This design comes from an exercise in tuning for small area and a short achievable clock period on the open sky130 flow, not from production work. Only simulation tests tie the RTL to the original design; equivalence was not proved. Power is estimated from default activity; no workload was simulated.

===== run.sh =====
#!/bin/bash
# synth_recipe.tcl (not shown) runs the flow's synth.tcl, then flattens the netlist and writes it again
# the make line also repeats each setting of config.mk as NAME=value (left out here)
make -C /OpenROAD-flow-scripts/flow DESIGN_CONFIG=/design/flow/config.mk WORK_HOME=/design/flow/orfs CLKGATE_MAP_FILE= SYNTH_SCRIPT=/design/flow/synth_recipe.tcl finish

===== config.mk =====
export PLATFORM = sky130hd
export DESIGN_NAME = cpu
export DESIGN_NICKNAME = cpu
export VERILOG_FILES = /design/flow/design.v
export SDC_FILE = /design/flow/constraint.sdc
export NUM_CORES = 4
export LEC_CHECK = 0
export CAP_MARGIN = 20
export CORE_MARGIN = 2
export CORE_UTILIZATION = 40
export CTS_BUF_LIST = sky130_fd_sc_hd__clkbuf_16
export CTS_CLUSTER_DIAMETER = 80
export CTS_CLUSTER_SIZE = 24
export SETUP_SLACK_MARGIN = 5
export SLEW_MARGIN = 20

===== constraint.sdc =====
create_clock -name core_clock -period 10.0 [get_ports {clk}]
set_input_delay 2.0000 -clock core_clock [delete_from_list [all_inputs] [get_ports {clk}]]
set_output_delay 2.0000 -clock core_clock [all_outputs]
set_load 0.01 [all_outputs]

===== design.v =====
module cpu(
        input clk,
        input reset,
        input [31:0] op_code,
        output reg [31:0] im_addr
    );
    wire [6:0] opc = op_code[6:0];
    wire [2:0] f3  = op_code[14:12];
    wire [6:0] f7  = op_code[31:25];
    wire [4:0] rd  = op_code[11:7];
    wire [4:0] rs1 = op_code[19:15];
    wire [4:0] rs2 = op_code[24:20];
    wire is_op    = opc == 7'b0110011;
    wire is_imm   = opc == 7'b0010011;
    wire is_lui   = opc == 7'b0110111;
    wire is_auipc = opc == 7'b0010111;
    wire is_jal   = opc == 7'b1101111;
    wire is_jalr  = opc == 7'b1100111;
    wire is_br    = opc == 7'b1100011;
    wire is_sys   = opc == 7'b0000011 || opc == 7'b1110011 || opc == 7'b0001111;
    wire f7_0  = f7 == 7'b0000000;
    wire f7_32 = f7 == 7'b0100000;
    wire arith = is_imm || (is_op && (f7_0 || (f7_32 && (f3 == 3'd0 || f3 == 3'd5))));
    wire rd_e  = is_op || is_imm || is_lui || is_auipc || is_jal || is_jalr || is_sys;
    wire we    = rd_e && rd != 5'd0;
    wire use2  = is_op || is_br;
    wire imm2  = is_imm || is_jalr;
    wire [31:0] imm_i = {{20{op_code[31]}}, op_code[31:20]};
    reg [31:0] imm_p;
    always @(*) begin
        if (is_br)
            imm_p = {{20{op_code[31]}}, op_code[7], op_code[30:25], op_code[11:8], 1'b0};
        else if (is_jal)
            imm_p = {{12{op_code[31]}}, op_code[19:12], op_code[20], op_code[30:21], 1'b0};
        else
            imm_p = {op_code[31:12], 12'b0};
    end
    reg        rst_q;
    reg [31:0] a_q, b_q;        
    reg        fa_q, fb_q;      
    reg [31:0] imm_q;
    reg [4:0]  rd_q;
    reg        we_q;
    reg        add_q, sll_q, slt_q, sltu_q, xor_q, sr_q, or_q, and_q;
    reg        lui_q, auipc_q, link_q, dead_q, sub_q, sra_q;
    reg        jal_q, jalr_q, beq_q, blt_q, bltu_q, binv_q;
    reg [31:0] res_q;           
    reg [4:0]  wrd_q;
    reg        wwe_q;
    reg [31:0] rf [1:31];
    wire ra_w = wwe_q && rs1 == wrd_q;
    wire rb_w = wwe_q && rs2 == wrd_q;
    reg [31:0] ra, rb;
    integer i;
    always @(*) begin
        ra = {32{ra_w}} & res_q;
        rb = ({32{use2 && rb_w}} & res_q) | ({32{imm2}} & imm_i);
        for (i = 1; i < 32; i = i + 1) begin
            ra = ra | ({32{rs1 == i && !ra_w}} & rf[i]);
            rb = rb | ({32{rs2 == i && use2 && !rb_w}} & rf[i]);
        end
    end
    always @(posedge clk) begin
        rst_q  <= reset;
        a_q    <= ra;
        b_q    <= rb;
        fa_q   <= we_q && rs1 == rd_q;
        fb_q   <= we_q && rs2 == rd_q && use2;
        imm_q  <= imm_p;
        rd_q   <= rd;
        we_q   <= we;
        add_q  <= arith && f3 == 3'd0;
        sll_q  <= arith && f3 == 3'd1;
        slt_q  <= arith && f3 == 3'd2;
        sltu_q <= arith && f3 == 3'd3;
        xor_q  <= arith && f3 == 3'd4;
        sr_q   <= arith && f3 == 3'd5;
        or_q   <= arith && f3 == 3'd6;
        and_q  <= arith && f3 == 3'd7;
        lui_q  <= is_lui;
        auipc_q <= is_auipc;
        link_q <= is_jal || is_jalr;
        dead_q <= is_sys;
        sub_q  <= is_op && f7_32 && f3 == 3'd0;
        sra_q  <= is_op && f7_32 && f3 == 3'd5;
        jal_q  <= is_jal;
        jalr_q <= is_jalr;
        beq_q  <= is_br && f3[2:1] == 2'b00;
        blt_q  <= is_br && f3[2:1] == 2'b10;
        bltu_q <= is_br && f3[2:1] == 2'b11;
        binv_q <= f3[0];
    end
    always @(posedge clk) begin
        if (wwe_q) rf[wrd_q] <= res_q;
    end
    wire [31:0] a = fa_q ? res_q : a_q;
    wire [31:0] b = fb_q ? res_q : b_q;
    wire [31:0] bx  = b ^ {32{sub_q}};
    wire [31:0] sum = a + bx + {31'b0, sub_q};
    wire lt31 = a[30:0] < b[30:0];
    wire ltu = (a[31] ^ b[31]) ? b[31] : lt31;
    wire lt  = (a[31] ^ b[31]) ? a[31] : lt31;
    wire eq  = a == b;
    reg [31:0] a_rev, shl;
    always @(*) for (i = 0; i < 32; i = i + 1) a_rev[i] = a[31 - i];
    wire [31:0] sh_in = sll_q ? a_rev : a;
    wire [31:0] shr = $signed({sra_q & a[31], sh_in}) >>> b[4:0];
    always @(*) for (i = 0; i < 32; i = i + 1) shl[i] = shr[31 - i];
    wire [31:0] pc4   = im_addr + 32'd4;
    wire [31:0] pcimm = im_addr + imm_q;
    wire [31:0] res =
          ({32{add_q}}   & sum)
        | ({32{slt_q}}   & {31'b0, lt})
        | ({32{sltu_q}}  & {31'b0, ltu})
        | ({32{xor_q}}   & (a ^ b))
        | ({32{or_q}}    & (a | b))
        | ({32{and_q}}   & (a & b))
        | ({32{sll_q}}   & shl)
        | ({32{sr_q}}    & shr)
        | ({32{lui_q}}   & imm_q)
        | ({32{auipc_q}} & pcimm)
        | ({32{link_q}}  & pc4)
        | ({32{dead_q}}  & 32'hdeadbeef);
    wire taken = (beq_q && (eq ^ binv_q)) || (blt_q && (lt ^ binv_q)) || (bltu_q && (ltu ^ binv_q));
    always @(posedge clk) begin
        res_q <= res;
        wrd_q <= rd_q;
        wwe_q <= we_q;
        if (rst_q)       im_addr <= 32'h00010000;
        else if (jalr_q) im_addr <= sum;
        else if (jal_q || taken) im_addr <= pcimm;
        else             im_addr <= pc4;
    end
endmodule

==> impl_metrics.csv, run 1 <==
group,metric,value,unit
sta,slew_viol_final,0,
cts,cts_hold_buf,0,
yosys,synth-main-ff-cell,"edfxtp_1",
sta,period_needed,5.031,ns
cts,cts-root-buf,"clkbuf_16",
setup_path,reg2reg_slack,5.07,ns
power,ir_drop,0.0001540,V
job,drv_cap,0,
grt,antenna_found_initial,10,
finish,final_cells,6563,
setup_path,rr_worst_depth,14,
outcome,outcome,"timing/DRC/antenna clean",
drt,drc,0,
sta,max_freq,198.8,MHz
grt,overflow,0,
setup_path,slowest_stage,"buf_4",
sta,final.period_utilization,0.5031,
hold_path,min_path_type,"register to register",
drt,num_vias,49778,
finish,fill_cells,12957,
grt,grt_pass1_vias,45883,
setup_path,crit_fanout,22,
cts,cts_sinks,1186,
sta,hold_viol_final,0,
floorplanning,die_x,383.1,um
cts,clock_latency,0.78,ns
yosys,seq_area_frac_synth,0.5859,
yosys,synthCells,4605,
yosys,synth_seq_cells,1186,
drt,drtIter0Drc,11976,
setup_path,crit_type,"input port to register",
placement,dpl_cell_area,0.06119,mm2
setup_path,rr_endpoint,"res_q[16]",
yosys,synth_fp_nets,4797,
finish,drive_above_1_share,0.1025,
hold_path,whs_path_depth,0,
floorplanning,initial_core_util,0.4015,
sta,setup_viol_count_final,0,
cts,cts_tree,"done",
drt,vias_per_cell,7.585,
floorplanning,std_cell_rows,139,
setup_path,end_kind,"register",
placement,io_buffers,65,
sta,relSlewSlack,0.07047,
drt,firstDrtPassIters,12,
yosys,ys_types,86,
setup_path,crit_chain,"clkdlybuf4s50_1 > nand2_1 > or2_2 > nor4_2 > nand3_1 > nor2_4 > buf_4 > a22oi_1 > nand4_1 > or3_1",
drt,wire_per_inst,42.20,um
yosys,async_reset_ff_frac,0,
placement,gp_congestion,1.002,
hold_path,holdCritStartpoint,"we_q",
yosys,yosysWarningCount,1,
grt,grt_first_pass_wirelength,373600,um
sta,rsz0062_at_grt,"false",
sta,worst_pin_slew,1.380,ns
finish,nNetsFinal,4794,
floorplanning,pin_count,66,
setup_path,crit_arrival,5.58,ns
cts,numCtsBuffers,60,
floorplanning,core-area,0.1431,mm2
setup_path,rr_startpoint,"fb_q",
sta,hold_ws,0.3814,ns
power,p_leak,0.02147,uW
setup_path,path_buf_inv,2,
setup_path,worst_setup_path_start_kind,"input port",
finish,area_growth,10.63,%
yosys,synth_edf_count,992,
setup_path,slowest_delay,0.52,ns
setup_path,critPathRequiredTime,10.55,ns
yosys,syn_area,0.05747,mm2
cts,clk_pin_slew,0.09,ns
hold_path,min_to,"wwe_q",
drt,wl,276900,um
grt,grt_max_degree,43,
grt,grt_use_total,0.3643,
power,power.total,9572,uW
floorplanning,die_h,383.1,um
power,p_per_area,150.6,mW/mm2
cts,cts.path.max_buffers,3,
finish,stdcell_area,0.06358,mm2
floorplanning,dieArea,0.1467,mm2
sta,setup-tns-final,0,ns
drt,route.antenna.remaining_nets,0,
setup_path,path_delay_family,"simple AND/OR/NAND/NOR gates",
yosys,avgSynthCellArea,12.48,um2
cts,htree_levels,2,
placement,dp_hpwl,152700,um
sta,skew,0.08076,ns
placement,dp_cells,6420,
## where the power goes
part / switching [uW] / total [uW] / internal [uW]
clock network: 1710 / 2850 / 1130
registers: 149 / 5520 / 5370
logic: 774 / 1210 / 432
## sequential cells by signal (all words and copies together) (netlist names), 5 cells and up
signal and cells:
a_q 32, b_q 32, im_addr 32, imm_q 31, rd_q 5, res_q 32, rf 992, wrd_q 5
## layout by cell type (no fill, tap or decap), types with 41 or more instances in the layout
| cell | netlist | routed |
|---|---|---|
| edfxtp_1 | 992 | 992 |
| a22oi_1 | 675 | 675 |
| a221oi_1 | 232 | 232 |
| nand2_1 | 209 | 208 |
| nand4_1 | 201 | 201 |
| dfxtp_1 | 194 | 190 |
| a22o_1 | 187 | 187 |
| ha_1 | 156 | 156 |
| buf_4 | 3 | 152 |
| nor2_1 | 209 | 141 |
| inv_1 | 105 | 140 |
| a21oi_1 | 119 | 118 |
| nand3_1 | 91 | 91 |
| xnor2_1 | 90 | 90 |
| o21ai_0 | 90 | 88 |
| mux2i_1 | 97 | 85 |
| nor2_4 | 0 | 69 |
| clkbuf_16 | 0 | 60 |
| clkdlybuf4s50_1 | 0 | 56 |
| xor2_1 | 48 | 48 |
| nor3_1 | 67 | 45 |
| or3_1 | 44 | 43 |
| a21o_1 | 41 | 41 |
## area by class of cell
class,instances,area (um2),share of cell area
clock inverter,52,362.8,0.005707
tap,1903,2381,0.03745
multi-input combinational,2988,22920,0.3606
sequential,1186,33680,0.5297
inverter,113,424.2,0.006671
timing repair buffer,253,2287,0.03597
antenna,8,20.02,0.0003149
clock buffer,60,1501,0.02361
## repair_timing
item,4_1_cts,5_1_grt
setup endpoints to repair,95,81
resized for setup,44,29
pin swaps,6,3
buffers inserted,12,9
cloned,0,1
## metrics by stage
step	setup WS [ns]	utilization
CTS	5.010	0.4428
finish	4.969	0.4442
floorplan	5.479	-
global placement	3.558	0.4275
detailed placement	3.428	0.4275
global route	5.013	0.4441
## metal layers
layer / part of all wire / vias to the layer above / track usage
met5: 0.00050 / - / 0.004960
met4: 0.086 / 10 / 0.2389
met3: 0.17 / 1449 / 0.1603
met2: 0.40 / 5329 / 0.5117
met1: 0.34 / 24174 / 0.4518
li1: - / 18816 / -
## kinds of logic after synthesis
group / count (synthesis) / synth area share
compound gates: 1554 / 0.2066
flops: 1186 / 0.5859
simple gates: 978 / 0.08658
buf+inv: 432 / 0.02939
mux: 159 / 0.03588
fa+ha+maj: 158 / 0.03466
xor+xnor: 138 / 0.02103
## worst max path at each step
stage                           start  endpoint  slack (ns)  cells after the start
final                      op_code[1]    b_q[1]        4.97                     10
after global routing       op_code[1]    b_q[1]        5.01                     11
after CTS                 op_code[18]   a_q[15]        5.01                     12
after detailed placement  op_code[16]   a_q[15]        3.43                     12
after global placement    op_code[16]    a_q[4]        3.56                     12
after floorplan           op_code[17]    a_q[8]        5.48                     12
## synth_stat cells (all sizes together), types with 6 or more instances
cell / instances / area share
inv: 111 / 0.0072
a22o: 187 / 0.028
ha: 156 / 0.034
nand2b: 15 / 0.0016
and4: 6 / 0.00091
clkbuf: 265 / 0.017
a31oi: 19 / 0.0021
o21bai: 13 / 0.0017
or3: 44 / 0.0048
nand3b: 10 / 0.0013
a211o: 10 / 0.0015
dfxtp: 194 / 0.068
buf: 54 / 0.0047
a221oi: 232 / 0.035
nand2: 209 / 0.014
a221o: 17 / 0.0030
mux4: 32 / 0.013
nor2b: 20 / 0.0022
o311ai: 7 / 0.0016
and3: 19 / 0.0021
nor4: 19 / 0.0021
a21o: 41 / 0.0054
nor2: 210 / 0.014
o2111ai: 8 / 0.0012
a22oi: 675 / 0.088
o221ai: 6 / 0.00091
a21oi: 119 / 0.010
o211ai: 35 / 0.0046
xor2: 48 / 0.0073
o21ai: 90 / 0.0078
edfxtp: 992 / 0.52
mux2i: 103 / 0.019
and2: 12 / 0.0013
a222oi: 7 / 0.0012
a311oi: 13 / 0.0020
xnor2: 90 / 0.014
nand4: 201 / 0.022
o31ai: 7 / 0.0010
nor3: 67 / 0.0058
or4: 40 / 0.0052
nand3: 91 / 0.0079
mux2: 24 / 0.0047
a211oi: 21 / 0.0029
==> inputs of run 2 (changes only) <==
--- a/design.v
+++ b/design.v
@@ -25,3 +25,2 @@
     wire we    = rd_e && rd != 5'd0;
-    wire use2  = is_op || is_br;
     wire imm2  = is_imm || is_jalr;
@@ -39,3 +38,2 @@
     reg [31:0] a_q, b_q;        
-    reg        fa_q, fb_q;      
     reg [31:0] imm_q;
@@ -50,14 +48,19 @@
     reg [31:0] rf [1:31];
+    reg [31:0] rf1, rf2;
+    integer i;
+    always @(*) begin
+        rf1 = 32'b0;
+        rf2 = 32'b0;
+        for (i = 1; i < 32; i = i + 1) begin
+            rf1 = rf1 | ({32{rs1 == i}} & rf[i]);
+            rf2 = rf2 | ({32{rs2 == i}} & rf[i]);
+        end
+    end
+    wire ra_x = we_q && rs1 == rd_q;
+    wire rb_x = we_q && rs2 == rd_q;
     wire ra_w = wwe_q && rs1 == wrd_q;
     wire rb_w = wwe_q && rs2 == wrd_q;
-    reg [31:0] ra, rb;
-    integer i;
-    always @(*) begin
-        ra = {32{ra_w}} & res_q;
-        rb = ({32{use2 && rb_w}} & res_q) | ({32{imm2}} & imm_i);
-        for (i = 1; i < 32; i = i + 1) begin
-            ra = ra | ({32{rs1 == i && !ra_w}} & rf[i]);
-            rb = rb | ({32{rs2 == i && use2 && !rb_w}} & rf[i]);
-        end
-    end
+    wire [31:0] res;
+    wire [31:0] ra = ra_x ? res : ra_w ? res_q : rf1;
+    wire [31:0] rb = imm2 ? imm_i : rb_x ? res : rb_w ? res_q : rf2;
     always @(posedge clk) begin
@@ -66,4 +69,2 @@
         b_q    <= rb;
-        fa_q   <= we_q && rs1 == rd_q;
-        fb_q   <= we_q && rs2 == rd_q && use2;
         imm_q  <= imm_p;
@@ -95,4 +96,4 @@
     end
-    wire [31:0] a = fa_q ? res_q : a_q;
-    wire [31:0] b = fb_q ? res_q : b_q;
+    wire [31:0] a = a_q;
+    wire [31:0] b = b_q;
     wire [31:0] bx  = b ^ {32{sub_q}};
@@ -110,3 +111,3 @@
     wire [31:0] pcimm = im_addr + imm_q;
-    wire [31:0] res =
+    assign res =
           ({32{add_q}}   & sum)
==> flow/run.sh (new file) <==
#!/bin/bash
# The standard ORFS layout (the standard.sh), with repair_timing asked for
# more setup slack than the clock period needs, so it keeps shortening the
# critical paths. The SDC, clock period and every other step are the standard flow's.
set -euo pipefail
bash standard.sh SETUP_SLACK_MARGIN=6.3 finish > standard.log 2>&1
==> standard.sh (new file) <==
#!/bin/bash
# synth_recipe.tcl (not shown) runs the flow's synth.tcl, then flattens the netlist and writes it again
# the make line also repeats each setting of config.mk as NAME=value (left out here)
make -C /OpenROAD-flow-scripts/flow DESIGN_CONFIG=/design/flow/config.mk WORK_HOME=/design/flow/orfs CLKGATE_MAP_FILE= SYNTH_SCRIPT=/design/flow/synth_recipe.tcl "${@:-finish}"
--- a/config.mk
+++ b/config.mk
@@ -13,3 +13,2 @@
 export CTS_CLUSTER_SIZE = 24
-export SETUP_SLACK_MARGIN = 5
 export SLEW_MARGIN = 20
removed: run.sh
==> run 2 against run 1 <==
Against the previous run: utilization grew 2.5 points; combinational power rose by 79%; via count rose by 6.6%; synthesized cell count up 9.3%; power is 16% higher; sequential power is 2% higher; global-route usage increased by 3.4 points; critical path type unchanged; largest cell class unchanged.
==> impl_metrics.csv, run 2 <==
group,metric,value,unit
sta,hold_viol_final,0,
yosys,synthMostInstantiatedCell,"edfxtp_1",
sta,max_freq,255.4,MHz
drt,firstDrtPassIters,13,
yosys,synth.area.top_cells,"edfxtp_1 (51%), a22oi_1 (11%), dfxtp_1 (6.6%), ha_1 (3.3%), nand2_1 (3.3%)",
sta,setup_viol_count_final,0,
grt,grt_pass1_vias,48888,
setup_path,slowest_stage,"buf_6",
power,p_leak,0.02441,uW
yosys,avgSynthCellArea,11.59,um2
yosys,yosysWarningCount,1,
drt,drtIter0Drc,12864,
floorplanning,std_cell_rows,140,
setup_path,crit_fanout,32,
cts,htree_levels,3,
power,ir_drop,0.0001148,V
grt,grt_first_pass_wirelength,408100,um
sta,worst_pin_slew,1.188,ns
floorplanning,initial_core_util,0.4019,
sta,setup-tns-final,0,ns
job,drv_cap,0,
finish,largest-register,"rf",
drt,wl,306800,um
finish,nNetsFinal,5347,
placement,io_buffers,65,
drt,drc,0,
sta,final.period_utilization,0.3915,
yosys,async_reset_ff_frac,0,
yosys,synth_top_cell_area_share,0.5105,
setup_path,critPathRequiredTime,10.67,ns
setup_path,end_kind,"register",
sta,rsz0062_at_grt,"true",
outcome,outcome,"timing/DRC/antenna clean",
yosys,synth_seq_cells,1184,
floorplanning,dieArea,0.1490,mm2
sta,period_needed,3.915,ns
floorplanning,die_h,386.0,um
power,p_clk_frac,0.299,
drt,vias_per_cell,7.431,
sta,hold_ws,0.4054,ns
drt,wire_per_inst,42.95,um
power,combPwrFrac,0.195,
yosys,ys_types,86,
drt,route.antenna.remaining_nets,0,
hold_path,min_path_type,"register to register",
finish,final_util,0.4695,
finish,final_common_cell,"edfxtp_1",
floorplanning,pin_count,66,
placement,dp_hpwl,172400,um
power,p_per_area,163.0,mW/mm2
sta,slew_viol_final,0,
setup_path,cpMostUsedCell,"buf_4",
power,p_sw,3475,uW
setup_path,slowest_delay,0.46,ns
sta,relSlewSlack,0.2069,
floorplanning,core-area,0.1452,mm2
yosys,synthCells,5034,
cts,numCtsBuffers,71,
yosys,seq_area_frac_synth,0.5763,
cts,cts_tree,"done",
grt,grt_max_degree,66,
finish,largest_reg_flops,992,
setup_path,crit_type,"input port to register",
cts,cts-root-buf,"clkbuf_16",
finish,drive_above_1_share,0.1608,
yosys,synth_edf_count,992,
finish,fill_cells,12909,
yosys,syn_area,0.05836,mm2
yosys,synth_top_cell_by_area,"edfxtp_1",
sta,skew,0.07479,ns
grt,overflow,0,
yosys,synth_fp_nets,5226,
setup_path,crit_chain,"buf_4 > or2_4 > buf_4 > nor2_4 > buf_6 > a22oi_1 > nand4_1 > nor3_1 > a31oi_1 > o221a_2",
cts,clk_pin_slew,0.09,ns
finish,final_cell_mix,"edfxtp_1 (992), a22oi_1 (843), nand2_1 (506), nor2_1 (231), buf_4 (198)",
cts,cts_sinks,1184,
cts,cts.path.max_buffers,3,
yosys,synth-main-ff-cell,"edfxtp_1",
finish,area_growth,16.84,%
power,p_sw_frac,0.3126,
cts,cts_hold_buf,0,
floorplanning,die_x,386.0,um
grt,grt_use_total,0.3987,
power,seq_power_share,0.506,
drt,num_vias,53085,
cts,clock_latency,0.76,ns
placement,gp_congestion,1.064,
yosys,synthTopCellsByCount,"edfxtp_1 (992), a22oi_1 (845), nand2_1 (508)",
power,power.total,11110,uW
power,p_int,7640,uW
setup_path,worst_setup_path_start_kind,"input port",
grt,antenna_found_initial,25,
setup_path,crit_arrival,4.59,ns
==> run 2: cell types whose count changed after synthesis, sizes merged, moves of 35 or more <==
cell    previous run  this run
or4               40         5
a22o             187        47
nand4            201        84
a222oi             7        74
a21oi            119       169
a22oi            675       845
a221oi           232        70
nand2            209       508
mux2i            103        51
nand3             91       138
o21ai             90       154
nor4              19        62
nor2             210       332
==> run 2: stage by stage <==
| stage | cell area [um2] | setup WS, ns | cells |
|---|---|---|---|
| finish | 68180 | 6.085 | 7144 |
| global route | 68150 | 6.199 | 7129 |
| CTS | 67030 | 6.277 | 7087 |
| detailed placement | 62020 | 3.996 | 6828 |
| global placement | 61940 | 3.942 | 6825 |
| floorplan | 58920 | 6.280 | 5034 |
==> run 2: timing repair <==
item | in CTS | in global routing
cloned | 11 | 5
endpoints found under the setup margin | 163 | 125
resized for setup | 394 | 154
pin swaps | 68 | 37
buffers inserted | 120 | 35
==> run 2: critical path, delay by kind of cell <==
kind	cells	cell delay (ns)
simple gates	4	0.65
compound gates	3	0.95
buf+inv	3	0.79
==> run 2: path summary, 6_finish.rpt <==
path | startpoint | to | slack, ns | depth (start not counted)
min reg2reg | rd_q[2] | wrd_q[2] | 0.41 | 0
min | rd_q[2] | wrd_q[2] | 0.41 | 0
max reg2reg | sub_q | b_q[15] | 6.26 | 14
max | op_code[24] | b_q[31] | 6.08 | 10
==> run 2: area by class of cell <==
type | count | area [um2] | share of cell area
Sequential cell | 1184 | 33780 | 0.4954
Inverter | 124 | 490.5 | 0.007193
Clock inverter | 54 | 534.3 | 0.007836
Tap cell | 1917 | 2399 | 0.03518
Antenna cell | 17 | 42.54 | 0.0006239
Timing Repair Buffer | 387 | 4397 | 0.06448
Clock buffer | 74 | 1852 | 0.02716
Multi-Input combinational cell | 3387 | 24690 | 0.3621
==> run 2: routing by layer <==
metal,GRT usage,share of wire
met5,0.005198,0.0025
met4,0.3053,0.10
met3,0.1749,0.16
met2,0.5704,0.41
met1,0.4683,0.33
==> run 2: power groups by stage <==
stage | registers [uW] | logic (uW) | clock network, uW
after global placement | 5700 | 1770 | 0
after global routing | 5620 | 2240 | 3460
final | 5630 | 2170 | 3320
after CTS | 5600 | 1970 | 3290
after floorplan | 5580 | 1120 | 0
after detailed placement | 5700 | 1770 | 0
==> run 2: cells by family after synthesis <==
logic type      share of synthesized area
compound gates                     0.2062
xor+xnor                          0.02071
fa+ha+maj                         0.03413
buf+inv                           0.03253
flops                              0.5763
mux                               0.02515
simple gates                       0.1050
==> inputs of run 3 (changes only) <==
--- a/design.v
+++ b/design.v
@@ -41,3 +41,4 @@
     reg        we_q;
-    reg        add_q, sll_q, slt_q, sltu_q, xor_q, sr_q, or_q, and_q;
+    reg        add_q, sll_q, slt_q, sltu_q, sr_q;
+    reg [3:0]  lg_q;            
     reg        lui_q, auipc_q, link_q, dead_q, sub_q, sra_q;
@@ -76,6 +77,7 @@
         sltu_q <= arith && f3 == 3'd3;
-        xor_q  <= arith && f3 == 3'd4;
         sr_q   <= arith && f3 == 3'd5;
-        or_q   <= arith && f3 == 3'd6;
-        and_q  <= arith && f3 == 3'd7;
+        lg_q   <= !(arith && f3[2] && f3 != 3'd5) ? 4'b0000 :
+                  f3[1:0] == 2'b00 ? 4'b0110 :      
+                  f3[1:0] == 2'b10 ? 4'b1110 :      
+                                     4'b1000;       
         lui_q  <= is_lui;
@@ -104,19 +106,8 @@
     wire eq  = a == b;
-    reg [31:0] a_rev, shl;
-    always @(*) for (i = 0; i < 32; i = i + 1) a_rev[i] = a[31 - i];
-    wire [31:0] sh_in = sll_q ? a_rev : a;
-    wire [31:0] shr = $signed({sra_q & a[31], sh_in}) >>> b[4:0];
-    always @(*) for (i = 0; i < 32; i = i + 1) shl[i] = shr[31 - i];
+    wire [31:0] shl = a << b[4:0];
+    wire [31:0] shr = $signed({sra_q & a[31], a}) >>> b[4:0];
     wire [31:0] pc4   = im_addr + 32'd4;
     wire [31:0] pcimm = im_addr + imm_q;
-    assign res =
-          ({32{add_q}}   & sum)
-        | ({32{slt_q}}   & {31'b0, lt})
-        | ({32{sltu_q}}  & {31'b0, ltu})
-        | ({32{xor_q}}   & (a ^ b))
-        | ({32{or_q}}    & (a | b))
-        | ({32{and_q}}   & (a & b))
-        | ({32{sll_q}}   & shl)
-        | ({32{sr_q}}    & shr)
-        | ({32{lui_q}}   & imm_q)
+    wire [31:0] early =
+          ({32{lui_q}}   & imm_q)
         | ({32{auipc_q}} & pcimm)
@@ -124,2 +115,10 @@
         | ({32{dead_q}}  & 32'hdeadbeef);
+    reg [31:0] lg;
+    always @(*)
+        for (i = 0; i < 32; i = i + 1)
+            lg[i] = (lg_q[3] & a[i] & b[i]) | (lg_q[2] & a[i] & !b[i])
+                  | (lg_q[1] & !a[i] & b[i]) | (lg_q[0] & !a[i] & !b[i]);
+    wire [31:0] sh = ({32{sll_q}} & shl) | ({32{sr_q}} & shr);
+    wire cmp = (slt_q & lt) | (sltu_q & ltu);
+    assign res = ({32{add_q}} & sum) | lg | sh | early | {31'b0, cmp};
     wire taken = (beq_q && (eq ^ binv_q)) || (blt_q && (lt ^ binv_q)) || (bltu_q && (ltu ^ binv_q));
--- a/config.mk
+++ b/config.mk
@@ -9,3 +9,3 @@
 export CORE_MARGIN = 2
-export CORE_UTILIZATION = 40
+export CORE_UTILIZATION = 55
 export CTS_BUF_LIST = sky130_fd_sc_hd__clkbuf_16
==> run 3 against run 2 <==
Against the previous run: final area decreased by 1.3%; still clean on timing, DRC and antenna; via count up 1.4%; utilization is 17 points higher; sequential share of layout area is 0.53 points higher; first-iteration DRC count is 8.3% higher; die area shrank 27%; synthesized area about the same; highest routed layer unchanged; clock skew down 0.012 ns; global-route usage is 13 points higher; flip-flop and latch count decreased by 1; critical path depth rose by 2.
==> impl_metrics.csv, run 3 <==
group,metric,value,unit
outcome,outcome,"timing/DRC/antenna clean",
sta,setup_viol_count_final,0,
sta,relSlewSlack,0.1479,
drt,drc,0,
finish,nNetsFinal,5121,
grt,antenna_found_initial,17,
finish,final_cell_mix,"edfxtp_1 (992), a22oi_1 (637), nand2_1 (292), buf_4 (225), nor2_1 (224)",
setup_path,crit_fanout,13,
yosys,synth_top_cell_area_share,0.5105,
sta,hold_viol_final,0,
grt,grt_max_degree,59,
placement,io_buffers,65,
placement,gp_congestion,1.017,
floorplanning,std_cell_rows,119,
floorplanning,pin_count,66,
drt,drtIter0Drc,13931,
setup_path,end_kind,"register",
finish,drive_above_1_share,0.1695,
grt,grt_pass1_vias,48915,
yosys,avgSynthCellArea,11.96,um2
floorplanning,die_x,329.7,um
finish,largest-register,"rf",
cts,clk_pin_slew,0.10,ns
cts,htree_levels,2,
sta,rsz0062_at_grt,"true",
yosys,synth_seq_cells,1183,
yosys,synth-main-ff-cell,"edfxtp_1",
sta,slew_viol_final,0,
finish,stdcell_area,0.06731,mm2
yosys,synth_top_cell_by_area,"edfxtp_1",
sta,setup-tns-final,0,ns
hold_path,min_path_type,"register to register",
yosys,synth_fp_nets,5008,
finish,largest_reg_flops,992,
yosys,async_reset_ff_frac,0,
yosys,synthTopCellsByCount,"edfxtp_1 (992), a22oi_1 (641), nor2_1 (315)",
drt,route.antenna.remaining_nets,0,
job,drv_cap,0,
finish,final_common_cell,"edfxtp_1",
setup_path,crit_type,"input port to register",
setup_path,worst_setup_path_start_kind,"input port",
finish,final_util,0.6395,
floorplanning,core-area,0.1053,mm2
grt,overflow,0,
cts,cts_hold_buf,0,
yosys,synth_edf_count,992,
yosys,syn_area,0.05835,mm2
yosys,ys_types,97,
setup_path,critPathRequiredTime,10.69,ns
yosys,synthMostInstantiatedCell,"edfxtp_1",
cts,cts_tree,"done",
cts,cts-root-buf,"clkbuf_16",
floorplanning,die_h,329.7,um
cts,numCtsBuffers,61,
drt,wl,298300,um
sta,final.period_utilization,0.3928,
power,ir_drop,0.0001780,V
cts,cts_sinks,1183,
grt,grt_first_pass_wirelength,393600,um
power,p_per_area,158.9,mW/mm2
cts,clock_latency,0.78,ns
drt,vias_per_cell,8.337,
floorplanning,initial_core_util,0.5543,
sta,skew,0.06302,ns
yosys,synth.area.top_cells,"edfxtp_1 (51%), a22oi_1 (8.2%), dfxtp_1 (6.6%), a221oi_1 (2.4%), a22o_1 (2.0%)",
power,p_leak,0.02350,uW
floorplanning,dieArea,0.1087,mm2
finish,fill_cells,7939,
drt,wire_per_inst,46.20,um
sta,worst_pin_slew,1.276,ns
yosys,synthCells,4879,
sta,period_needed,3.928,ns
yosys,yosysWarningCount,1,
grt,grt_use_total,0.5287,
drt,num_vias,53832,
drt,firstDrtPassIters,14,
cts,cts.path.max_buffers,3,
sta,max_freq,254.6,MHz
placement,dp_hpwl,162000,um
placement,dpl_cell_area,0.06116,mm2
finish,area_growth,15.36,%
setup_path,crit_arrival,4.62,ns
yosys,seq_area_frac_synth,0.5761,
run 3: cell count changes in the layout (fill, tap and decap cells not counted), sizes merged, moves of 46 or more:
cell    before  now
a221oi      70  163
a22o        47  135
a22oi      845  642
ha         156   93
nand2      508  295
nand4       84  130
run 3: worst paths after layout:
check	start	to	slack [ns]	cells after the start
max	op_code[22]	b_q[29]	6.07	12
max reg2reg	b_q[0]	b_q[3]	6.23	10
min	rd_q[3]	wrd_q[3]	0.40	0
min reg2reg	rd_q[3]	wrd_q[3]	0.40	0
run 3: stage by stage:
step | hold WS (ns) | power, uW | setup slack, ns | cells
2_1_floorplan | 0.3552 | 6845 | 6.284 | 4879
3_3_place_gp | 0.3975 | 7537 | 3.969 | 6108
3_5_place_dp | 0.3896 | 7539 | 3.941 | 6108
4_1_cts | 0.4011 | 10420 | 6.257 | 6358
5_1_grt | 0.4226 | 10880 | 6.173 | 6439
6_report | 0.3992 | 10690 | 6.072 | 6457
run 3: routing by layer:
metal | wire [um] | part of all wire | vias up | global-route usage
met5 | 488 | 0.0016 | - | 0.02043
met4 | 34690 | 0.12 | 21 | 0.4379
met3 | 52690 | 0.18 | 2218 | 0.2396
met2 | 117800 | 0.39 | 6411 | 0.7393
met1 | 92690 | 0.31 | 25201 | 0.6211
li1 | - | - | 19981 | -
run 3: area by class of cell:
class / instances / area, um2 / area share
Antenna cell: 21 / 52.55 / 0.0007807
Sequential cell: 1183 / 33710 / 0.5007
Multi-Input combinational cell: 3224 / 24560 / 0.3648
Clock inverter: 53 / 384.1 / 0.005706
Tap cell: 1391 / 1740 / 0.02586
Clock buffer: 63 / 1577 / 0.02342
Inverter: 87 / 330.3 / 0.004907
Timing Repair Buffer: 435 / 4965 / 0.07376
run 3: timing repair:
| item | CTS | global route |
|---|---|---|
| endpoints found under the hold margin | 0 | 0 |
| pin swaps | 66 | 63 |
| cloned | 9 | 9 |
| setup endpoints to repair | 149 | 91 |
| gates resized for setup | 338 | 182 |
| setup buffers | 125 | 67 |
run 3: worst max-delay path, cell delays in order:
cell and delay [ns]:
buf_6 0.14, or3b_4 0.48, nor2_4 0.47, buf_12 0.25, buf_12 0.16, buf_4 0.13, a22oi_1 0.11, nand3_1 0.13
nor3_1 0.06, a31oi_2 0.42, o21ai_0 0.13, a21oi_1 0.12
run 3: power breakdown:
group	total (uW)	internal (uW)	switching (uW)	leakage, uW
registers	5750	5460	285	0.0108
logic	2020	761	1260	0.0116
clock network	2930	1190	1740	0.00109
run 3: cells by family after synthesis:
kind of cell,after synthesis,synth area share
flip-flops,1183,0.5761
multiplexers,159,0.04231
adder cells (fa/ha/maj),95,0.02063
XOR/XNOR,131,0.01966
AO/OA/AOI/OAI,1658,0.2126
AND/OR/NAND/NOR,1179,0.09607
buffers and inverters,474,0.03266
==> inputs of run 4 (changes only) <==
--- a/design.v
+++ b/design.v
@@ -45,5 +45,2 @@
     reg        jal_q, jalr_q, beq_q, blt_q, bltu_q, binv_q;
-    reg [31:0] res_q;           
-    reg [4:0]  wrd_q;
-    reg        wwe_q;
     reg [31:0] rf [1:31];
@@ -61,7 +58,5 @@
     wire rb_x = we_q && rs2 == rd_q;
-    wire ra_w = wwe_q && rs1 == wrd_q;
-    wire rb_w = wwe_q && rs2 == wrd_q;
     wire [31:0] res;
-    wire [31:0] ra = ra_x ? res : ra_w ? res_q : rf1;
-    wire [31:0] rb = imm2 ? imm_i : rb_x ? res : rb_w ? res_q : rf2;
+    wire [31:0] ra = ra_x ? res : rf1;
+    wire [31:0] rb = imm2 ? imm_i : rb_x ? res : rf2;
     always @(posedge clk) begin
@@ -96,3 +91,3 @@
     always @(posedge clk) begin
-        if (wwe_q) rf[wrd_q] <= res_q;
+        if (we_q) rf[rd_q] <= res;
     end
@@ -125,5 +120,2 @@
     always @(posedge clk) begin
-        res_q <= res;
-        wrd_q <= rd_q;
-        wwe_q <= we_q;
         if (rst_q)       im_addr <= 32'h00010000;
--- a/config.mk
+++ b/config.mk
@@ -13,2 +13,3 @@
 export CTS_CLUSTER_SIZE = 24
+export PLACE_DENSITY = 0.75
 export SLEW_MARGIN = 20
==> run 4 against run 3 <==
Against the previous run: non-clock buffer count decreased by 44; maximum frequency increased by 1.2%; clock-buffer cell count decreased by 4; critical endpoint is now b_q[2]; clock power decreased by 6%; final area decreased by 3.1%; power decreased by 3.1%; final cell count decreased by 2.8%; highest routed layer unchanged; still clean on timing, DRC and antenna; sequential share of layout area increased by 0.45 points.
==> impl_metrics.csv, run 4 <==
group,metric,value,unit
yosys,synth_top_cell_by_area,"edfxtp_1",
floorplanning,die_h,324.9,um
grt,antenna_found_initial,12,
job,drv_cap,0,
grt,grt_pass1_vias,48414,
setup_path,crit_type,"input port to register",
sta,hold_viol_final,0,
sta,relSlewSlack,0.1458,
power,ir_drop,0.0001812,V
power,seq_power_share,0.525,
finish,largest_reg_flops,992,
power,p_int,7189,uW
cts,cts-root-buf,"clkbuf_16",
finish,drive_above_1_share,0.1693,
setup_path,end_kind,"register",
floorplanning,std_cell_rows,117,
finish,final_common_cell,"edfxtp_1",
cts,clk_pin_slew,0.10,ns
yosys,seq_area_frac_synth,0.5802,
finish,largest-register,"rf",
yosys,ys_types,95,
drt,drtIter0Drc,15802,
yosys,synth.area.top_cells,"edfxtp_1 (53%), a22oi_1 (8.5%), dfxtp_1 (5.4%), nand2_1 (2.3%), a221oi_1 (2.3%)",
yosys,synthTopCellsByCount,"edfxtp_1 (992), a22oi_1 (639), nand2_1 (354)",
setup_path,path_delay_family,"simple AND/OR/NAND/NOR gates",
sta,worst_pin_slew,1.272,ns
yosys,synth_top_cell_area_share,0.5261,
finish,area_growth,15.18,%
sta,max_freq,257.7,MHz
sta,rsz0062_at_grt,"true",
setup_path,crit_fanout,19,
power,p_leak,0.02296,uW
placement,gp_congestion,1.044,
yosys,syn_area,0.05662,mm2
power,p_sw,3175,uW
grt,grt_first_pass_wirelength,375900,um
power,p_sw_frac,0.3063,
setup_path,worst_setup_path_start_kind,"input port",
grt,overflow,0,
yosys,synth_seq_cells,1145,
setup_path,path_buf_inv,3,
yosys,synth_edf_count,992,
cts,cts_tree,"done",
drt,wire_per_inst,44.76,um
power,p_per_area,158.9,mW/mm2
yosys,synthCells,4724,
setup_path,slowest_stage,"buf_4",
cts,numCtsBuffers,58,
power,combPwrFrac,0.210,
drt,drc,0,
drt,wl,280800,um
yosys,synth_fp_nets,4853,
sta,slew_viol_final,0,
power,p_clk_frac,0.265,
drt,num_vias,52941,
yosys,yosysWarningCount,1,
floorplanning,dieArea,0.1055,mm2
finish,nNetsFinal,4972,
cts,htree_levels,2,
yosys,synth-main-ff-cell,"edfxtp_1",
sta,final.period_utilization,0.3881,
finish,fill_cells,7531,
setup_path,crit_chain,"clkbuf_4 > nand3b_1 > buf_4 > nor2_4 > buf_4 > a22oi_1 > nand2_1 > nor4_1 > and3_1 > nand3_1 > o21ai_0 > o21ai_0",
sta,setup_viol_count_final,0,
finish,final_cell_mix,"edfxtp_1 (992), a22oi_1 (637), nand2_1 (345), buf_4 (200), nor2_1 (196)",
setup_path,critPathRequiredTime,10.65,ns
sta,setup-tns-final,0,ns
yosys,avgSynthCellArea,11.99,um2
floorplanning,pin_count,66,
outcome,outcome,"timing/DRC/antenna clean",
placement,dp_hpwl,146800,um
cts,cts_sinks,1145,
placement,io_buffers,65,
setup_path,crit_arrival,4.53,ns
cts,cts.path.max_buffers,3,
drt,route.antenna.remaining_nets,0,
setup_path,slowest_delay,0.54,ns
cts,clock_latency,0.76,ns
sta,period_needed,3.881,ns
floorplanning,die_x,324.9,um
hold_path,min_path_type,"register to register",
drt,firstDrtPassIters,22,
drt,vias_per_cell,8.440,
grt,grt_use_total,0.5085,
sta,skew,0.03453,ns
yosys,async_reset_ff_frac,0,
yosys,synthMostInstantiatedCell,"edfxtp_1",
power,power.total,10360,uW
floorplanning,core-area,0.1019,mm2
grt,grt_max_degree,83,
floorplanning,initial_core_util,0.5557,
## run 4: path summary, 6_finish.rpt
path | from | to | slack [ns] | depth (start not counted)
worst max register to register | im_addr[7] | b_q[22] | 6.17 | 8
worst min-delay path | im_addr[0] | im_addr[0] | 0.55 | 2
worst min register to register | im_addr[0] | im_addr[0] | 0.55 | 2
worst max-delay path | op_code[23] | b_q[2] | 6.12 | 12
## run 4: per-stage QoR
| stage | instances | setup slack, ns | area, um2 | hold slack [ns] | utilization |
|---|---|---|---|---|---|
| 3_3_place_gp | 5959 | 3.947 | 59510 | 0.5208 | 0.5841 |
| 5_1_grt | 6262 | 6.118 | 65190 | 0.5963 | 0.6398 |
| 2_1_floorplan | 4724 | 6.273 | 56970 | 0.5217 | - |
| 3_5_place_dp | 5960 | 4.161 | 59520 | 0.5344 | 0.5841 |
| 4_1_cts | 6213 | 6.217 | 64120 | 0.5489 | 0.6293 |
| 6_report | 6273 | 6.119 | 65220 | 0.5507 | 0.6401 |
## run 4: power groups by stage
stage	logic [uW]	clock network, uW	registers (uW)
finish	2180	2750	5440
global route	2220	2860	5430
CTS	1920	2690	5420
detailed placement	1720	0	5540
global placement	1710	0	5540
floorplan	1170	0	5440
## run 4: what timing repair did
action	CTS	global route
buffers inserted	126	36
endpoints found under the hold margin	0	0
endpoints found under the setup margin	1025	655
hold buffers	0	0
resized for setup	346	156
pin swaps	58	37
gates cloned	19	9
## run 4: layout make-up
cell class	instances	area, um2	area share
timing repair buffer	391	4373	0.06705
sequential	1145	32950	0.5052
tap	1368	1712	0.02625
multi-input combinational	3175	23980	0.3678
antenna	14	35.03	0.0005372
clock inverter	49	346.6	0.005314
timing repair inverter	10	75.07	0.001151
clock buffer	59	1476	0.02264
inverter	62	265.3	0.004067
## run 4: per-layer routing
| metal | track usage | share of wire | vias to the layer above |
|---|---|---|---|
| met2 | 0.6755 | 0.38 | 6744 |
| met3 | 0.2987 | 0.20 | 2381 |
| met1 | 0.5837 | 0.30 | 24446 |
| li1 | - | - | 19344 |
| met5 | 0.05661 | 0.0037 | - |
| met4 | 0.4100 | 0.12 | 26 |
## run 4: kinds of logic (layout without fill, tap and decap cells)
logic type,count (synthesis),in the layout,synth area share
flops,1145,1145,0.5802
simple gates,1165,1169,0.09756
buf+inv,414,571,0.02921
xor+xnor,127,127,0.01965
mux,176,176,0.04017
fa+ha+maj,95,95,0.02126
other cells,0,14,0
compound gates,1602,1608,0.2119
## run 4: tightest hold or removal path, cell delays in order (launching register included)
cell and delay [ns]:
dfxtp_1 0.35, nor2_1 0.11, a211oi_1 0.05
==> inputs of run 5 (changes only) <==
--- a/flow/run.sh
+++ b/flow/run.sh
@@ -5,2 +5,2 @@
 set -euo pipefail
-bash standard.sh SETUP_SLACK_MARGIN=6.3 finish > standard.log 2>&1
+bash standard.sh SETUP_SLACK_MARGIN=6.45 finish > standard.log 2>&1
==> run 5 against run 4 <==
Against the previous run: still clean on timing, DRC and antenna; synthesized area stayed put; power increased by 3.8%; non-clock buffer count up 49; utilization increased by 1.4 points; register-to-register slack worse by 0.06 ns; synthesized cell count did not move; clock-buffer cell count rose by 1; critical path depth stayed put; sequential power up 0.7%; combinational power is 13% higher; maximum frequency down 0.22%; largest cell class unchanged.
==> impl_metrics.csv, run 5 <==
group,metric,value,unit
setup_path,path_buf_inv,2,
yosys,synth_edf_count,992,
placement,dp_hpwl,146600,um
power,p_per_area,161.3,mW/mm2
setup_path,critPathRequiredTime,10.62,ns
power,p_leak,0.02345,uW
yosys,synthAdderAreaFrac,0.02126,
grt,grt_use_total,0.5139,
placement,gp_congestion,1.045,
floorplanning,pin_count,66,
cts,cts_sinks,1145,
sta,rsz0062_at_grt,"true",
yosys,synth-main-ff-cell,"edfxtp_1",
yosys,synthTopCellsByCount,"edfxtp_1 (992), a22oi_1 (639), nand2_1 (354)",
outcome,outcome,"timing/DRC/antenna clean",
yosys,synthSimpleGateAreaFrac,0.09756,
floorplanning,die_h,324.9,um
cts,cts-root-buf,"clkbuf_16",
yosys,synth_top_cell_by_area,"edfxtp_1",
setup_path,slowest_delay,0.85,ns
sta,final.period_utilization,0.3889,
setup_path,path_delay_family,"compound AO/OA/AOI/OAI gates",
grt,grt_max_degree,65,
sta,max_freq,257.1,MHz
cts,clk_pin_slew,0.10,ns
grt,overflow,0,
yosys,synthMuxAreaShare,0.04017,
hold_path,whs_path_depth,2,
finish,final_cell_mix,"edfxtp_1 (992), a22oi_1 (634), nand2_1 (343), buf_4 (200), nor2_1 (192)",
setup_path,cp.depth,12,
finish,drive_above_1_share,0.1899,
floorplanning,initial_core_util,0.5557,
yosys,yosysWarningCount,1,
setup_path,crit_chain,"ha_1 > o21a_1 > o31a_1 > o21ai_4 > nand4bb_4 > and3_4 > buf_12 > a21o_1 > mux2i_1 > a221o_1 > buf_12 > o21a_1",
yosys,synth_fp_nets,4853,
job,drv_cap,0,
yosys,async_reset_ff_frac,0,
sta,setup-tns-final,0,ns
floorplanning,core-area,0.1019,mm2
cts,cts_tree,"done",
yosys,synth_top_cell_area_share,0.5261,
drt,num_vias,54066,
yosys,ys_types,95,
drt,firstDrtPassIters,28,
setup_path,rr_worst_depth,12,
drt,drtIter0Drc,16202,
drt,route.antenna.remaining_nets,0,
yosys,synthMostInstantiatedCell,"edfxtp_1",
floorplanning,dieArea,0.1055,mm2
sta,slew_viol_final,0,
drt,drc,0,
yosys,synth.area.top_cells,"edfxtp_1 (53%), a22oi_1 (8.5%), dfxtp_1 (5.4%), nand2_1 (2.3%), a221oi_1 (2.3%)",
cts,cts_hold_buf,0,
finish,largest-register,"rf",
yosys,synth_compound_area_frac,0.2119,
cts,numCtsBuffers,59,
yosys,synthCells,4724,
setup_path,end_kind,"register",
yosys,seq_area_frac_synth,0.5802,
sta,relSlewSlack,0.1166,
sta,skew,0.08132,ns
sta,setup_viol_count_final,0,
grt,antenna_found_initial,12,
yosys,synth_top_family_by_area,"compound AO/OA/AOI/OAI gates",
yosys,avgSynthCellArea,11.99,um2
drt,vias_per_cell,8.533,
drt,wl,287400,um
yosys,syn_area,0.05662,mm2
yosys,synth_seq_cells,1145,
cts,cts.path.max_buffers,3,
sta,period_needed,3.889,ns
floorplanning,std_cell_rows,117,
finish,largest_reg_flops,992,
grt,grt_pass1_vias,48578,
cts,htree_levels,2,
sta,worst_pin_slew,1.316,ns
finish,final_util,0.6543,
setup_path,slowest_stage,"dfxtp_1",
finish,area_growth,17.75,%
yosys,synthXorXnorAreaFrac,0.01965,
drt,wire_per_inst,45.35,um
grt,grt_first_pass_wirelength,379600,um
placement,io_buffers,65,
setup_path,crit_fanout,33,
power,ir_drop,0.0001584,V
finish,nNetsFinal,5031,
setup_path,crit_arrival,4.51,ns
setup_path,worst_setup_path_start_kind,"register",
floorplanning,die_x,324.9,um
setup_path,crit_type,"register to register",
hold_path,min_path_type,"register to register",
finish,final_common_cell,"edfxtp_1",
sta,hold_viol_final,0,
cts,clock_latency,0.80,ns
run 5: cell counts after synthesis:
No cell type changed its count.
run 5: through the flow:
stage | hold WS, ns | worst slack, ns | power [uW] | instance area, um2 | cells
6_report | 0.5245 | 6.111 | 10750 | 66670 | 6336
5_1_grt | 0.5364 | 6.198 | 10890 | 66630 | 6322
4_1_cts | 0.5208 | 6.392 | 10260 | 64520 | 6235
3_5_place_dp | 0.5111 | 4.112 | 7265 | 59490 | 5948
3_3_place_gp | 0.5000 | 4.189 | 7254 | 59470 | 5946
2_1_floorplan | 0.5217 | 6.351 | 6631 | 57600 | 4724
run 5: repair_timing:
action                                  4_1_cts  5_1_grt
pin swaps                                    70       63
resized for setup                           418      258
cloned                                       32       22
endpoints found under the setup margin     1155      771
setup buffers                               145       62
run 5: kinds of logic (layout without fill, tap and decap cells):
kind of cell / Yosys count / after routing
flip-flops: 1145 / 1145
AND/OR/NAND/NOR: 1165 / 1171
multiplexers: 176 / 176
other: 0 / 17
XOR/XNOR: 127 / 127
adder cells (fa/ha/maj): 95 / 95
AO/OA/AOI/OAI: 1602 / 1614
buffers and inverters: 414 / 623
run 5: where the power goes:
group / internal (uW) / total (uW) / switching, uW / leakage [uW]
sequential: 5280 / 5480 / 195 / 0.0103
clock: 1160 / 2820 / 1650 / 0.00105
combinational: 940 / 2460 / 1520 / 0.0121
run 5: area by class of cell:
type | instances | area [um2]
Antenna cell | 17 | 42.54
Timing Repair inverter | 11 | 82.58
Sequential cell | 1145 | 32960
Clock buffer | 60 | 1501
Multi-Input combinational cell | 3183 | 24480
Timing Repair Buffer | 440 | 5204
Fill cell | 7369 | 35220
Inverter | 62 | 267.8
Tap cell | 1368 | 1712
Clock inverter | 50 | 410.4
run 5: worst reg2reg max path, stage by stage (launching register included):
cell,delay [ns]
dfxtp_1,0.85
ha_1,0.44
o21a_1,0.20
o31a_1,0.16
o21ai_4,0.34
nand4bb_4,0.19
and3_4,0.25
buf_12,0.14
a21o_1,0.22
mux2i_1,0.13
a221o_1,0.36
buf_12,0.20
o21a_1,0.27
run 5: worst paths after layout:
kind / from / endpoint / slack, ns
worst max-delay path: a_q[3] / a_q[28] / 6.11
worst min-delay path: im_addr[0] / im_addr[0] / 0.52
worst max register to register: a_q[3] / a_q[28] / 6.11
worst min register to register: im_addr[0] / im_addr[0] / 0.52
run 5: per-layer routing:
metal  up-vias  routed length, um  track usage
met5         -               1633      0.06839
met4        43              35270       0.4054
met3      2517              57080       0.3045
met2      7003             108000       0.6840
met1     25015              85350       0.5896
li1      19488                  -            -
==> inputs of run 6 (changes only) <==
--- a/config.mk
+++ b/config.mk
@@ -9,3 +9,3 @@
 export CORE_MARGIN = 2
-export CORE_UTILIZATION = 55
+export CORE_UTILIZATION = 50
 export CTS_BUF_LIST = sky130_fd_sc_hd__clkbuf_16
@@ -13,3 +13,3 @@
 export CTS_CLUSTER_SIZE = 24
-export PLACE_DENSITY = 0.75
+export PLACE_DENSITY = 0.65
 export SLEW_MARGIN = 20
==> run 6 against run 5 <==
Against the previous run: power grew 1.1%; first-iteration DRC count shrank 14%; synthesized area is the same; worst setup slack gained 0.070 ns.
==> impl_metrics.csv, run 6 <==
group,metric,value,unit
power,combPwrFrac,0.204,
setup_path,slowest_delay,0.90,ns
yosys,synth_fp_nets,4853,
sta,skew,0.07408,ns
cts,htree_levels,3,
finish,final_common_cell,"edfxtp_1",
floorplanning,pin_count,66,
power,p_sw_frac,0.3054,
setup_path,crit_chain,"xor2_1 > xnor2_2 > or2_2 > o21ai_0 > a2111oi_4 > buf_4 > o211ai_4 > buf_12 > bufbuf_16",
setup_path,worst_setup_path_start_kind,"register",
power,p_per_area,163.7,mW/mm2
yosys,synth.area.top_cells,"edfxtp_1 (53%), a22oi_1 (8.5%), dfxtp_1 (5.4%), nand2_1 (2.3%), a221oi_1 (2.3%)",
drt,wire_per_inst,46.46,um
setup_path,rr_startpoint,"b_q[31]",
sta,hold_viol_final,0,
sta,setup_viol_count_final,0,
setup_path,path_buf_inv,3,
power,p_leak,0.02328,uW
sta,final.period_utilization,0.3819,
hold_path,min_to,"im_addr[0]",
cts,cts_hold_buf,0,
hold_path,whs_path_depth,2,
grt,grt_pass1_vias,48426,
finish,final_cell_mix,"edfxtp_1 (992), a22oi_1 (620), nand2_1 (348), buf_4 (232), nor2_1 (196)",
sta,slew_viol_final,0,
setup_path,rr_worst_depth,9,
floorplanning,initial_core_util,0.5040,
cts,clock_latency,0.71,ns
setup_path,critPathRequiredTime,10.45,ns
placement,dp_hpwl,162800,um
yosys,synth_top_cell_by_area,"edfxtp_1",
setup_path,rr_endpoint,"rf[1][31]",
floorplanning,core-area,0.1123,mm2
grt,antenna_found_initial,11,
power,seq_power_share,0.504,
yosys,synthTopCellsByCount,"edfxtp_1 (992), a22oi_1 (639), nand2_1 (354)",
yosys,syn_area,0.05662,mm2
drt,wl_met2,118600,um
yosys,synth-main-ff-cell,"edfxtp_1",
grt,grt_max_degree,65,
finish,drive_above_1_share,0.1899,
drt,met3_length,54560,um
finish,largest_reg_flops,992,
setup_path,crit_fanout,8,
finish,largest-register,"rf",
yosys,synthMostInstantiatedCell,"edfxtp_1",
yosys,synthCells,4724,
drt,drtIter0Drc,13868,
drt,drc,0,
yosys,avgSynthCellArea,11.99,um2
setup_path,end_kind,"register",
job,drv_cap,0,
cts,numCtsBuffers,67,
setup_path,path_delay_family,"XOR/XNOR gates",
drt,firstDrtPassIters,22,
drt,route.antenna.remaining_nets,0,
hold_path,min_path_type,"register to register",
sta,period_needed,3.819,ns
floorplanning,dieArea,0.1160,mm2
floorplanning,die_x,340.5,um
grt,overflow,0,
drt,vias_per_cell,8.192,
cts,cts_sinks,1145,
power,p_clk_frac,0.292,
cts,cts_tree,"done",
power,p_int,7550,uW
sta,relSlewSlack,0.1888,
placement,io_buffers,65,
outcome,outcome,"timing/DRC/antenna clean",
setup_path,reg2reg_slack,6.18,ns
yosys,yosysWarningCount,1,
placement,gp_congestion,1.001,
finish,nNetsFinal,5026,
drt,wl,300100,um
sta,hold_ws,0.5595,ns
cts,clk_pin_slew,0.10,ns
drt,top_layer,"met5",
sta,max_freq,261.9,MHz
yosys,synth_seq_cells,1145,
yosys,ys_types,95,
setup_path,crit_arrival,4.27,ns
yosys,synth_edf_count,992,
yosys,seq_area_frac_synth,0.5802,
sta,rsz0062_at_grt,"true",
grt,grt_use_total,0.4926,
grt,grt_first_pass_wirelength,394600,um
finish,area_growth,17.30,%
sta,setup-tns-final,0,ns
setup_path,crit_type,"register to register",
drt,num_vias,52913,
sta,worst_pin_slew,1.217,ns
power,p_sw,3320,uW
cts,cts.path.max_buffers,3,
power,ir_drop,0.0001495,V
setup_path,slowest_stage,"dfxtp_1",
hold_path,holdCritStartpoint,"im_addr[0]",
yosys,synth_top_cell_area_share,0.5261,
floorplanning,std_cell_rows,123,
floorplanning,die_h,340.5,um
drt,met1_length,93040,um
cts,cts-root-buf,"clkbuf_16",
yosys,async_reset_ff_frac,0,
-- run 6: cell type report --
class	count	area, um2
fill	8925	45930
sequential	1145	32960
multi-input combinational	3171	24090
timing repair buffer	438	4858
tap	1500	1877
clock buffer	71	1777
clock inverter	51	467.9
inverter	62	271.5
timing repair inverter	12	90.09
antenna	9	22.52
-- run 6: cell families (layout without fill, tap and decap cells) --
kind of cell,after synthesis,after routing,share of synthesized area
xor gates and xnor gates,127,127,0.01965
DFF,1145,1145,0.5802
other,0,9,0
and+or+nand+nor,1165,1167,0.09756
buffers and inverters,414,634,0.02921
muxes,176,176,0.04017
AOI/OAI and AO/OA,1602,1606,0.2119
adders and majority gates,95,95,0.02126
-- run 6: stage by stage --
| step | setup slack, ns | util | power (uW) | instance area, um2 | instances |
|---|---|---|---|---|---|
| 2_1_floorplan | 6.351 | - | 6631 | 57600 | 4724 |
| 3_3_place_gp | 4.088 | 0.5321 | 7311 | 59780 | 6096 |
| 3_5_place_dp | 4.090 | 0.5324 | 7317 | 59820 | 6099 |
| 4_1_cts | 6.306 | 0.5763 | 10570 | 64740 | 6374 |
| 5_1_grt | 6.273 | 0.5910 | 11050 | 66400 | 6451 |
| 6_report | 6.181 | 0.5912 | 10870 | 66420 | 6459 |
-- run 6: worst reg2reg max path, cell delays in order (launching register included) --
cell and delay, ns:
dfxtp_1 0.90, xor2_1 0.34, xnor2_2 0.66, or2_2 0.24, o21ai_0 0.20, a2111oi_4 0.49
buf_4 0.19, o211ai_4 0.07, buf_12 0.19, bufbuf_16 0.29
-- run 6: worst max path at each step --
| stage | endpoint | startpoint | depth (start not counted) |
|---|---|---|---|
| after floorplan | b_q[14] | op_code[23] | 8 |
| after global placement | b_q[20] | op_code[20] | 10 |
| after detailed placement | b_q[1] | op_code[22] | 11 |
| after CTS | rf[4][0] | b_q[4] | 14 |
| after global routing | im_addr[24] | sub_q | 16 |
| final | rf[1][31] | b_q[31] | 9 |
-- run 6: timing repair --
action | CTS | global route
pin swaps | 55 | 43
setup endpoints to repair | 1125 | 643
setup buffers | 133 | 62
gates cloned | 20 | 14
resized for setup | 430 | 198
-- run 6: power by group through the flow --
stage | Clock (uW) | Combinational (uW) | Sequential [uW]
finish | 3170 | 2220 | 5480
global placement | 0 | 1740 | 5570
global route | 3300 | 2280 | 5470
detailed placement | 0 | 1750 | 5570
floorplan | 0 | 1190 | 5440
CTS | 3140 | 1970 | 5460
-- run 6: layer usage --
layer | up-vias | global-route usage
li1 | 19427 | -
met1 | 25073 | 0.5753
met4 | 21 | 0.3779
met2 | 6277 | 0.6835
met3 | 2115 | 0.2530
met5 | - | 0.01471
==> inputs of run 7 (changes only) <==
--- a/design.v
+++ b/design.v
@@ -97,6 +97,19 @@
     wire [31:0] sum = a + bx + {31'b0, sub_q};
-    wire lt31 = a[30:0] < b[30:0];
+    reg [30:0] cl, ce;
+    reg        lt31, eq31;
+    integer w;
+    always @(*) begin
+        cl = ~a[30:0] & b[30:0];
+        ce = ~(a[30:0] ^ b[30:0]);
+        for (w = 1; w < 31; w = w * 2)
+            for (i = 0; i + w < 31; i = i + 2 * w) begin
+                cl[i] = cl[i + w] | (ce[i + w] & cl[i]);
+                ce[i] = ce[i + w] & ce[i];
+            end
+        lt31 = cl[0];
+        eq31 = ce[0];
+    end
     wire ltu = (a[31] ^ b[31]) ? b[31] : lt31;
     wire lt  = (a[31] ^ b[31]) ? a[31] : lt31;
-    wire eq  = a == b;
+    wire eq  = !(a[31] ^ b[31]) & eq31;
     wire [31:0] shl = a << b[4:0];
--- a/config.mk
+++ b/config.mk
@@ -9,3 +9,3 @@
 export CORE_MARGIN = 2
-export CORE_UTILIZATION = 50
+export CORE_UTILIZATION = 55
 export CTS_BUF_LIST = sky130_fd_sc_hd__clkbuf_16
@@ -13,3 +13,3 @@
 export CTS_CLUSTER_SIZE = 24
-export PLACE_DENSITY = 0.65
+export PLACE_DENSITY = 0.75
 export SLEW_MARGIN = 20
==> run 7 against run 6 <==
Against the previous run: worst hold slack better by 0.0061 ns; combinational power up 29%; power up 3.5%; first-iteration DRC count up 8.6%; worst setup slack better by 0.17 ns; sequential power up 2%; routed wire length down 4.9%; critical path type is now input port to register; still clean.
==> impl_metrics.csv, run 7 <==
group,metric,value,unit
grt,overflow,0,
yosys,synth_top_cell_by_area,"edfxtp_1",
floorplanning,die_x,326.3,um
grt,busiest_layer,"met2",
power,p_sw,3726,uW
finish,final_cell_mix,"edfxtp_1 (992), a22oi_1 (546), nand2_1 (282), buf_4 (201), a22o_1 (179)",
setup_path,reg2reg_slack,6.42,ns
setup_path,crit_type,"input port to register",
sta,worst_pin_slew,1.140,ns
sta,max_freq,274.3,MHz
sta,rsz0062_at_grt,"true",
finish,area_growth,15.88,%
power,p_sw_frac,0.3313,
power,p_per_area,169.9,mW/mm2
finish,fill_cells,7713,
grt,use_met2,0.6967,
yosys,synth_compound_area_frac,0.2130,
cts,clk_pin_slew,0.10,ns
yosys,synth_top_cell_area_share,0.5213,
sta,setup-tns-final,0,ns
yosys,synth_fp_nets,4859,
yosys,synthXorXnorAreaFrac,0.01778,
finish,largest-register,"rf",
power,combPwrFrac,0.255,
setup_path,crit_fanout,32,
yosys,synth_top_family_by_area,"compound AO/OA/AOI/OAI gates",
power,p_clk_frac,0.249,
power,p_leak,0.02283,uW
sta,skew,0.04774,ns
cts,htree_levels,2,
grt,grt_first_pass_wirelength,377800,um
sta,slew_viol_final,0,
drt,drc,0,
yosys,ys_types,89,
cts,cts_tree,"done",
floorplanning,initial_core_util,0.5529,
yosys,syn_area,0.05714,mm2
cts,cts_sinks,1145,
placement,place_ws,4.519,ns
grt,grt_max_degree,57,
drt,drtIter0Drc,15058,
yosys,synthTopCellsByCount,"edfxtp_1 (992), a22oi_1 (554), clkbuf_1 (303)",
yosys,seq_area_frac_synth,0.5749,
job,drv_cap,0,
placement,dp_hpwl,151600,um
cts,numCtsBuffers,59,
power,p_int,7521,uW
yosys,synthMuxAreaShare,0.04758,
outcome,outcome,"timing/DRC/antenna clean",
yosys,synth_seq_cells,1145,
yosys,synthCells,4730,
drt,route.antenna.remaining_nets,0,
yosys,yosysWarningCount,1,
setup_path,crit_arrival,4.26,ns
floorplanning,pin_count,66,
hold_path,min_path_type,"register to register",
cts,cts-root-buf,"clkbuf_16",
yosys,synthAdderAreaFrac,0.02106,
yosys,synthSimpleGateAreaFrac,0.09483,
finish,nNetsFinal,4976,
drt,firstDrtPassIters,22,
setup_path,critPathRequiredTime,10.62,ns
sta,fin_ws,6.355,ns
drt,num_vias,53536,
floorplanning,dieArea,0.1065,mm2
finish,multi_input_area,0.02500,mm2
sta,setup_viol_count_final,0,
grt,grt_use_total,0.5099,
yosys,avgSynthCellArea,12.08,um2
sta,relSlewSlack,0.2398,
finish,seq_area,0.03300,mm2
drt,wire_per_inst,45.36,um
placement,io_buffers,65,
setup_path,end_kind,"register",
yosys,synth_edf_count,992,
setup_path,worst_setup_path_start_kind,"input port",
sta,final.period_utilization,0.3645,
drt,vias_per_cell,8.510,
floorplanning,core-area,0.1033,mm2
finish,final_common_cell,"edfxtp_1",
finish,largest_reg_flops,992,
yosys,synth.area.top_cells,"edfxtp_1 (52%), a22oi_1 (7.3%), dfxtp_1 (5.4%), a221oi_1 (2.9%), a22o_1 (2.7%)",
power,ir_drop,0.0001921,V
yosys,synth-main-ff-cell,"edfxtp_1",
grt,use_met1,0.5843,
finish,drive_above_1_share,0.1930,
yosys,async_reset_ff_frac,0,
power,seq_power_share,0.496,
drt,wl,285400,um
sta,hold_viol_final,0,
floorplanning,die_h,326.3,um
grt,grt_pass1_vias,48526,
grt,antenna_found_initial,12,
cts,cts.path.max_buffers,3,
floorplanning,std_cell_rows,118,
cts,clock_latency,0.79,ns
grt,gr-usage-met3,0.2831,
placement,gp_congestion,1.022,
yosys,synthMostInstantiatedCell,"edfxtp_1",
sta,period_needed,3.645,ns
==> run 7: stage by stage <==
| stage | util | hold WS (ns) | area (um2) | total power (uW) | cells |
|---|---|---|---|---|---|
| after CTS | 0.6238 | 0.5565 | 64470 | 10760 | 6195 |
| after global placement | 0.5826 | 0.5735 | 60210 | 7936 | 5959 |
| after global routing | 0.6405 | 0.5684 | 66190 | 11430 | 6281 |
| final | 0.6407 | 0.5656 | 66220 | 11250 | 6291 |
| after floorplan | - | 0.5014 | 58330 | 7067 | 4730 |
| after detailed placement | 0.5826 | 0.5917 | 60210 | 7949 | 5959 |
==> run 7: path summary, 6_finish.rpt <==
kind	startpoint	end	cells past startpoint
max reg2reg	sll_q	b_q[27]	8
min	im_addr[0]	im_addr[0]	2
max	op_code[17]	a_q[11]	9
min reg2reg	im_addr[0]	im_addr[0]	2
==> run 7: power by group through the flow <==
stage | sequential, uW | clock, uW | combinational [uW]
after CTS | 5550 | 2750 | 2460
after floorplan | 5510 | 0 | 1560
final | 5580 | 2800 | 2860
after global routing | 5570 | 2910 | 2940
after global placement | 5660 | 0 | 2280
after detailed placement | 5660 | 0 | 2290
==> run 7: timing repair <==
item	CTS	global route
endpoints found under the setup margin	1090	678
gates cloned	11	21
hold buffers	0	0
pin swaps	54	55
resized for setup	392	204
buffers inserted	114	61
==> run 7: critical path, cell delays in order <==
cell	delay [ns]
clkbuf_4	0.19
or3b_4	0.35
nor2_4	0.05
buf_6	0.29
a22o_1	0.32
a221oi_1	0.24
nand4_1	0.23
nor3_4	0.40
a21oi_1	0.12
==> run 7: final cells by class <==
type | count | area share
timing repair buffer | 394 | 0.06275
clock inverter | 51 | 0.005820
timing repair inverter | 13 | 0.001474
sequential | 1145 | 0.4983
inverter | 81 | 0.004875
tap | 1380 | 0.02608
clock buffer | 60 | 0.02267
antenna | 14 | 0.0005291
multi-input combinational | 3153 | 0.3775
==> run 7: cells by family (layout without fill, tap and decap cells) <==
group / after synthesis / after routing
other: 0 / 14
buffers and inverters: 444 / 599
AO/OA/AOI/OAI: 1617 / 1621
flip-flops: 1145 / 1145
AND/OR/NAND/NOR: 1122 / 1130
XOR/XNOR: 116 / 116
adder cells (fa/ha/maj): 95 / 95
multiplexers: 191 / 191
==> run 7: metal layers <==
metal	vias up	wire, um
met2	6643	110700
met5	-	512
li1	19523	-
met1	24960	84710
met4	20	34800
met3	2390	54660

## re-timing with driven ports
The results above use ideal ports. As a check the final layouts listed here were re-extracted and re-timed, cells and wires unchanged.
Step 1, drivers: a clkbuf_16 drives clk and a buf_2 each remaining input, both assumed.
Step 2 moves the port delays by t, midway between the first and last clock arrival at a register: inputs arrive t later, outputs are due t later. That takes back most of the time a late clock gives input paths.
Three values: ideal ports, drivers, drivers and shift; two values: the first two.
| run | shift t [ns] | setup slack, ns | worst data-port slew with drivers (ns) | cell pins on the clock port's net |
|---|---|---|---|---|
| run 1 | 0.825 | 4.969 / 5.025 / 4.200 | 0.05 | 1 |
| run 2 | 0.803 | 6.085 / 6.011 / 5.208 | 0.27 | 1 |
| run 3 | 0.826 | 6.072 / 6.089 / 5.264 | 0.09 | 1 |
| run 4 | 0.815 | 6.119 / 6.168 / 5.353 | 0.05 | 1 |
| run 5 | 0.829 | 6.111 / 6.111 / 5.436 | 0.04 | 1 |
| run 6 | 0.746 | 6.181 / 6.181 / 5.628 | 0.11 | 1 |
| run 7 | 0.841 | 6.355 / 6.373 / 5.568 | 0.04 | 1 |
After both steps setup and hold are still met in every run listed. The setup slack of run 2, which loses most, moves by -0.074 ns with the drivers and by -0.877 ns with both steps.
